What follows belongs to an exercise in optimizing a design on an open flow for small area; a production flow would make more cautious choices.
In this exercise RTL edits were held to simulation tests only and were not proved equivalent to the original.
The flow treats the clock pin as an ideal source. Dropping or thinning the clock tree relies on that and would not hold on a real chip.
Power and IR drop assume default switching activity.

Setup of nickel:
==> flow/design.v <==
module PWM
(
    input   wire    [1:0]   s,
    input   wire    [9:0]   T,
    input   wire    [9:0]   M,
    input   wire            y,
    output  reg     [2:0]   OUT
);
    wire [10:0] uc;
    wire [10:0] dc;
    assign uc[0] = ~y;
    assign dc[0] = 1'b1;
    genvar i;
    generate
        for (i = 0; i < 10; i = i + 1) begin : g_cmp
            assign uc[i+1] = (T[i] & ~M[i]) | (uc[i] & (T[i] | ~M[i]));
            assign dc[i+1] = (T[i] &  M[i]) | (dc[i] & (T[i] |  M[i]));
        end
    endgenerate
    wire        up   = uc[10];
    wire        dn   = dc[10];
    wire        zero = (|T[9:4]) | T[2];                     
    always @(*) begin
        case (s)
            2'b01:   OUT = {dn,   zero, up  };    
            2'b11:   OUT = {zero, up,   dn  };    
            2'b10:   OUT = {up,   dn,   zero};    
            default: OUT = 3'b000;                
        endcase
    end
endmodule
module LEDRGBCtrl
(
    input   wire    CLK,
    input   wire    nRST,
    output  wire    [2:0]    LEDs
);
    localparam [1:0] R = 2'b00, S0 = 2'b01, S1 = 2'b11, S2 = 2'b10;
    reg [1:0]   s;
    reg [9:0]   M;
    reg [7:0]   n;
    reg [9:0]   T;
    wire        isR   = (s == R);
    wire        nz    = ~|n[6:0];
    wire        y     = ~n[7] & nz;                          
    wire        m_end = y & (&M[9:4]) & M[1] & M[0];         
    wire        t_end = (&T[9:4]) & T[1] & T[0];             
    wire        stall = (s == S2) & m_end;
    wire        n_fb  = (n[7] ^ n[5] ^ n[4] ^ n[3] ^ nz) & ~stall;
    always @(posedge CLK or negedge nRST) begin
        if (!nRST) begin
            s <= R;
            n <= 8'd0;
        end else begin
            case (s)
                R:       s <= S0;
                S0:      s <= m_end ? S1 : S0;
                S1:      s <= m_end ? S2 : S1;
                default: s <= m_end ? S0 : S2;
            endcase
            n <= {n[6:0], n_fb};
        end
    end
    always @(posedge CLK) begin
        T <= isR ? 10'd12 : t_end ? 10'd11 : T + 1'b1;
        M <= isR ? 10'd12 : m_end ? ((s == S2) ? 10'd11 : 10'd12) : M + y;
    end
    PWM u_pwm
    (
        .s      (   s       ),
        .T      (   T       ),
        .M      (   M       ),
        .y      (   y       ),
        .OUT    (   LEDs    )
    );
endmodule
export LEC_CHECK = 0
export CAP_MARGIN = 20
export CORE_MARGIN = 2
export CORE_UTILIZATION = 40
export PLACE_DENSITY = 0.9
export SLEW_MARGIN = 20
create_clock -name core_clock -period 6.0 [get_ports {CLK}]
standard.sh (not shown) runs the stock make flow with config.mk's settings and CLKGATE_MAP_FILE= SYNTH_SCRIPT=/design/flow/synth_recipe.tcl, a recipe that flattens the netlist after the stock synthesis.
==> flow/flow/run.sh <==
#!/bin/bash
# Own layout flow: the standard synthesis, then its combinational logic
# re-mapped for area with ABC (registers kept as they are: same instances,
# names and cells), then the standard ORFS layout with a small clock tree.
set -euo pipefail
W=$(pwd)
F=$W/flow
R=$W/orfs/results/$FLOW_PLATFORM/LEDRGBCtrl/base
PLAT=$FLOW_HOME/platforms/$FLOW_PLATFORM
LIB=$PLAT/lib/sky130_fd_sc_hd__tt_025C_1v80.lib

# 1. standard synthesis
bash standard.sh synth > log_synth_standard.log 2>&1
cp "$R/1_2_yosys.v" std_1_2_yosys.v

# 2. re-map the combinational logic, keep the smallest result
DU=$(sed -n '/DONT_USE_CELLS/,/^$/p' "$PLAT/config.mk" | grep -oE 'sky130_fd_sc_hd__[A-Za-z0-9_]+' | sed 's/^/-dont_use /' | tr '\n' ' ')
best=""
besta=""
i=0
while IFS= read -r scr; do
  [[ -z "$scr" ]] && continue
  i=$((i+1))
  echo "$scr" | tr ';' '\n' > resyn_$i.abc
  cat > resyn_$i.ys <<EOS
read_liberty -ignore_miss_func $LIB
blackbox sky130_fd_sc_hd__df*
read_verilog std_1_2_yosys.v
hierarchy -top $FLOW_TOP
flatten
opt_clean
abc -script resyn_$i.abc -liberty $LIB $DU
opt_clean -purge
hilomap -singleton -hicell sky130_fd_sc_hd__conb_1 HI -locell sky130_fd_sc_hd__conb_1 LO
insbuf -buf sky130_fd_sc_hd__buf_4 A X
splitnets
opt_clean -purge
rename -hide w:*.*
write_verilog -noattr -noexpr -nohex -nodec resyn_$i.v
design -reset
read_liberty -lib $LIB
read_verilog resyn_$i.v
hierarchy -check -top $FLOW_TOP
check -assert -mapped
stat -liberty $LIB
EOS
  if yosys -s resyn_$i.ys > log_resyn_$i.log 2>&1 < /dev/null; then
    a=$(grep "Chip area" log_resyn_$i.log | tail -1 | awk '{print $NF}')
    echo "script $i area $a: $scr"
    if [[ -z "$besta" ]] || awk -v a="$a" -v b="$besta" 'BEGIN{exit !(a<b)}'; then
      best=$i; besta=$a
    fi
  else
    echo "script $i failed: $scr"
  fi
done < "$F/abc_scripts.txt"
echo "best script $best area $besta"
cp resyn_$best.v "$R/1_2_yosys.v"
rm -f "$R/1_synth.odb" "$R/1_synth.sdc"
bash standard.sh synth > log_synth_odb.log 2>&1

# 3. placement (ports buffered with the smallest buffer)
PORTS="BUFFER_PORTS_ARGS=-buffer_cell sky130_fd_sc_hd__buf_1"
bash standard.sh "$PORTS" place > log_place.log 2>&1

# 4. clock: a few clock buffers fed by the clock port in place of the CTS
# step's tree; the smallest set whose clock-pin slew stays under the target
bestc=""
bestca=""
while read -r k cell area; do
  [[ -z "$k" ]] && continue
  d=$W/clock_${k}_$cell
  rm -rf "$d"; mkdir -p "$d"
  cp "$R/3_place.odb" "$R/3_place.sdc" "$d/"
  if RESULTS=$d CLOCK_BUF=sky130_fd_sc_hd__$cell CLOCK_GROUPS=$k CLOCK_PORT=CLK \
      openroad -no_init -exit "$F/clock_buffer.tcl" > "log_clock_${k}_$cell.log" 2>&1 < /dev/null; then
    slew=$(grep CLOCK_PIN_SLEW_PS "log_clock_${k}_$cell.log" | awk '{print $2}')
    tot=$(awk -v k="$k" -v a="$area" 'BEGIN{print k*a}')
    echo "clock $k x $cell: area $tot, slew $slew ps"
    if awk -v s="$slew" 'BEGIN{exit !(s<=112)}'; then
      if [[ -z "$bestca" ]] || awk -v a="$tot" -v b="$bestca" 'BEGIN{exit !(a<b)}'; then
        bestc=$d; bestca=$tot
      fi
    fi
  fi
done < "$F/clock_options.txt"
echo "clock choice $bestc"
cp "$bestc/4_1_cts.odb" "$bestc/4_cts.sdc" "$R/"

# 5. routing and the final layout
bash standard.sh "$PORTS" finish > log_layout.log 2>&1
==> flow/flow/abc_scripts.txt <==
strash;ifraig;dc2;dch -f;map -a;topo
strash;dc2;dc2;dch -f;map -a;topo
strash;ifraig;dc2;dch -f;amap;topo
strash;ifraig;dc2;dch -f;amap -m;topo
strash;dch;map -a;topo
strash;&get -n;&deepsyn -T 10;&put;dch -f;map -a;topo
strash;&get -n;&deepsyn -T 30;&put;dch -f;amap -m;topo
strash;&get -n;&deepsyn -T 30 -S 7;&put;dch -f;amap -m;topo
==> flow/flow/clock_options.txt <==
2 clkbuf_4 7.5072
4 clkbuf_2 5.0048
3 clkbuf_4 7.5072
1 clkbuf_16 25.024
2 clkbuf_8 13.7632
4 clkbuf_4 7.5072
3 clkbuf_8 13.7632
Other scripts of this flow, unchanged in this note and not shown: flow/flow/clock_buffer.tcl
nickel closes out successfully: all stages finished, all timing, DRC and antenna checks passed.
The inputs of garnet differ from those of nickel as listed below.
diff --git a/flow/flow/run.sh b/flow/flow/run.sh
--- a/flow/flow/run.sh
+++ b/flow/flow/run.sh
@@ -79,3 +79,3 @@
     echo "clock $k x $cell: area $tot, slew $slew ps"
-    if awk -v s="$slew" 'BEGIN{exit !(s<=112)}'; then
+    if awk -v s="$slew" 'BEGIN{exit !(s<=117)}'; then
       if [[ -z "$bestca" ]] || awk -v a="$tot" -v b="$bestca" 'BEGIN{exit !(a<b)}'; then
==> flow/flow/clock_options.txt <==
1 buf_12 20.0192
3 buf_4 7.5072
2 buf_6 11.2608
1 clkbuf_16 25.024
2 clkbuf_8 13.7632
2 buf_8 15.0144
4 clkbuf_4 7.5072
## What came out
Having completed the whole flow, garnet delivered a layout that passed the timing, DRC and antenna checks. Compared with nickel, garnet ends up with less cell area. On post-route worst setup slack, nickel loses to garnet. In the metrics for garnet and nickel, the one carrying the higher maximum operating frequency is garnet. Diff nickel..garnet | detailed-router iteration count before antenna repair | unchanged. Standby leakage power in garnet is 0.57% lower than in nickel. garnet vs. nickel: post-route fraction of the period consumed by the critical path decreased by 0.23 points relative to the old numbers, first-pass GRT wire length fell about 1.2%. Area added between synthesis and finish, garnet and nickel: smaller value in garnet. Relative to nickel, shortest period the worst path allows has gone down in garnet. Via count is higher on nickel.
Here is what was changed in the inputs of lagoon compared with garnet.
diff --git a/flow/flow/run.sh b/flow/flow/run.sh
--- a/flow/flow/run.sh
+++ b/flow/flow/run.sh
@@ -3,3 +3,6 @@
 # re-mapped for area with ABC (registers kept as they are: same instances,
-# names and cells), then the standard ORFS layout with a small clock tree.
+# names and cells), then the standard ORFS layout, with the ports buffered by
+# the smallest buffer and the clock distributed by one level of clock buffers
+# (clock_buffer.tcl) in place of the CTS step. Each tool's output goes to a
+# log_*.log file in the folder the flow runs in.
 set -euo pipefail
@@ -57,3 +60,7 @@
 echo "best script $best area $besta"
-cp resyn_$best.v "$R/1_2_yosys.v"
+if [[ -n "$best" ]]; then
+  cp resyn_$best.v "$R/1_2_yosys.v"
+else
+  cp std_1_2_yosys.v "$R/1_2_yosys.v"
+fi
 rm -f "$R/1_synth.odb" "$R/1_synth.sdc"
@@ -86,2 +93,13 @@
 done < "$F/clock_options.txt"
+if [[ -z "$bestc" ]]; then
+  # none under the target: the option with the smallest slew
+  bests=""
+  for lg in log_clock_*.log; do
+    sl=$(grep CLOCK_PIN_SLEW_PS "$lg" | awk '{print $2}')
+    [[ -z "$sl" ]] && continue
+    if [[ -z "$bests" ]] || awk -v a="$sl" -v b="$bests" 'BEGIN{exit !(a<b)}'; then
+      bests=$sl; bestc=$W/$(basename "$lg" .log | sed 's/^log_//')
+    fi
+  done
+fi
 echo "clock choice $bestc"
diff --git a/flow/flow/abc_scripts.txt b/flow/flow/abc_scripts.txt
--- a/flow/flow/abc_scripts.txt
+++ b/flow/flow/abc_scripts.txt
@@ -8 +8,3 @@
 strash;&get -n;&deepsyn -T 30 -S 7;&put;dch -f;amap -m;topo
+strash;&get -n;&deepsyn -T 30;&put;&get -n;&if -K 4 -a;&mfs;&st;&put;dch -f;amap -m;topo
+strash;&get -n;&deepsyn -T 30;&put;dch -f;&get -n;&nf -a -R 1000;&put;topo
Notes after the runs:
Relative to garnet, ratio of final minimum period to clock period has increased by 0.50 points in lagoon. Violation count after the first detailed-route iteration, garnet and lagoon: higher on garnet. Result for garnet and lagoon: all clean. Between garnet and lagoon, the flow reports net count after synthesis decreasing by a few percent. Row core utilization: lagoon lower / garnet higher. Insertion delay of the later-clocked pin in the worst-skew pair across garnet and lagoon: no real change. Overall via count from detail_route: lagoon better than garnet. Row number of filler instances in the final layout: lagoon lower / garnet higher. Of garnet and lagoon, garnet shows the lower critical path data arrival time, with lagoon above it.
In every run of this note, the design's own scripts or RTL, not TritonCTS, make the clock network.

[static timing again, ports no longer ideal]
In the flow no input, the clock included, has a driving cell. The finished layouts below were timed again as built, in two steps.
Step 1 assumes that a clkbuf_16 drives the clock port and a buf_2 every other input.
Step 2 moves the port delays by t, midway between the first and last clock arrival at a register: inputs arrive t later, outputs are due t later. That takes back most of the time a late clock gives input paths.
a / b / c = ideal ports / drivers / drivers and shift; a / b = the first two.
run | t (ns) | setup WS [ns] | hold slack, ns | clock arrival spread, ns | worst slew at a driven data input, ns
nickel | 0.196 | 1.683 / 1.653 / 1.849 | 0.389 / 0.389 / 0.389 | 0.002 / 0.002 | 0.03
garnet | 0.172 | 1.697 / 1.665 / 1.837 | 0.391 / 0.391 / 0.391 | 0.004 / 0.003 | 0.03
lagoon | 0.177 | 1.667 / 1.634 / 1.811 | 0.395 / 0.395 / 0.395 | 0.010 / 0.010 | 0.03
After both steps setup and hold are still met in every run listed.
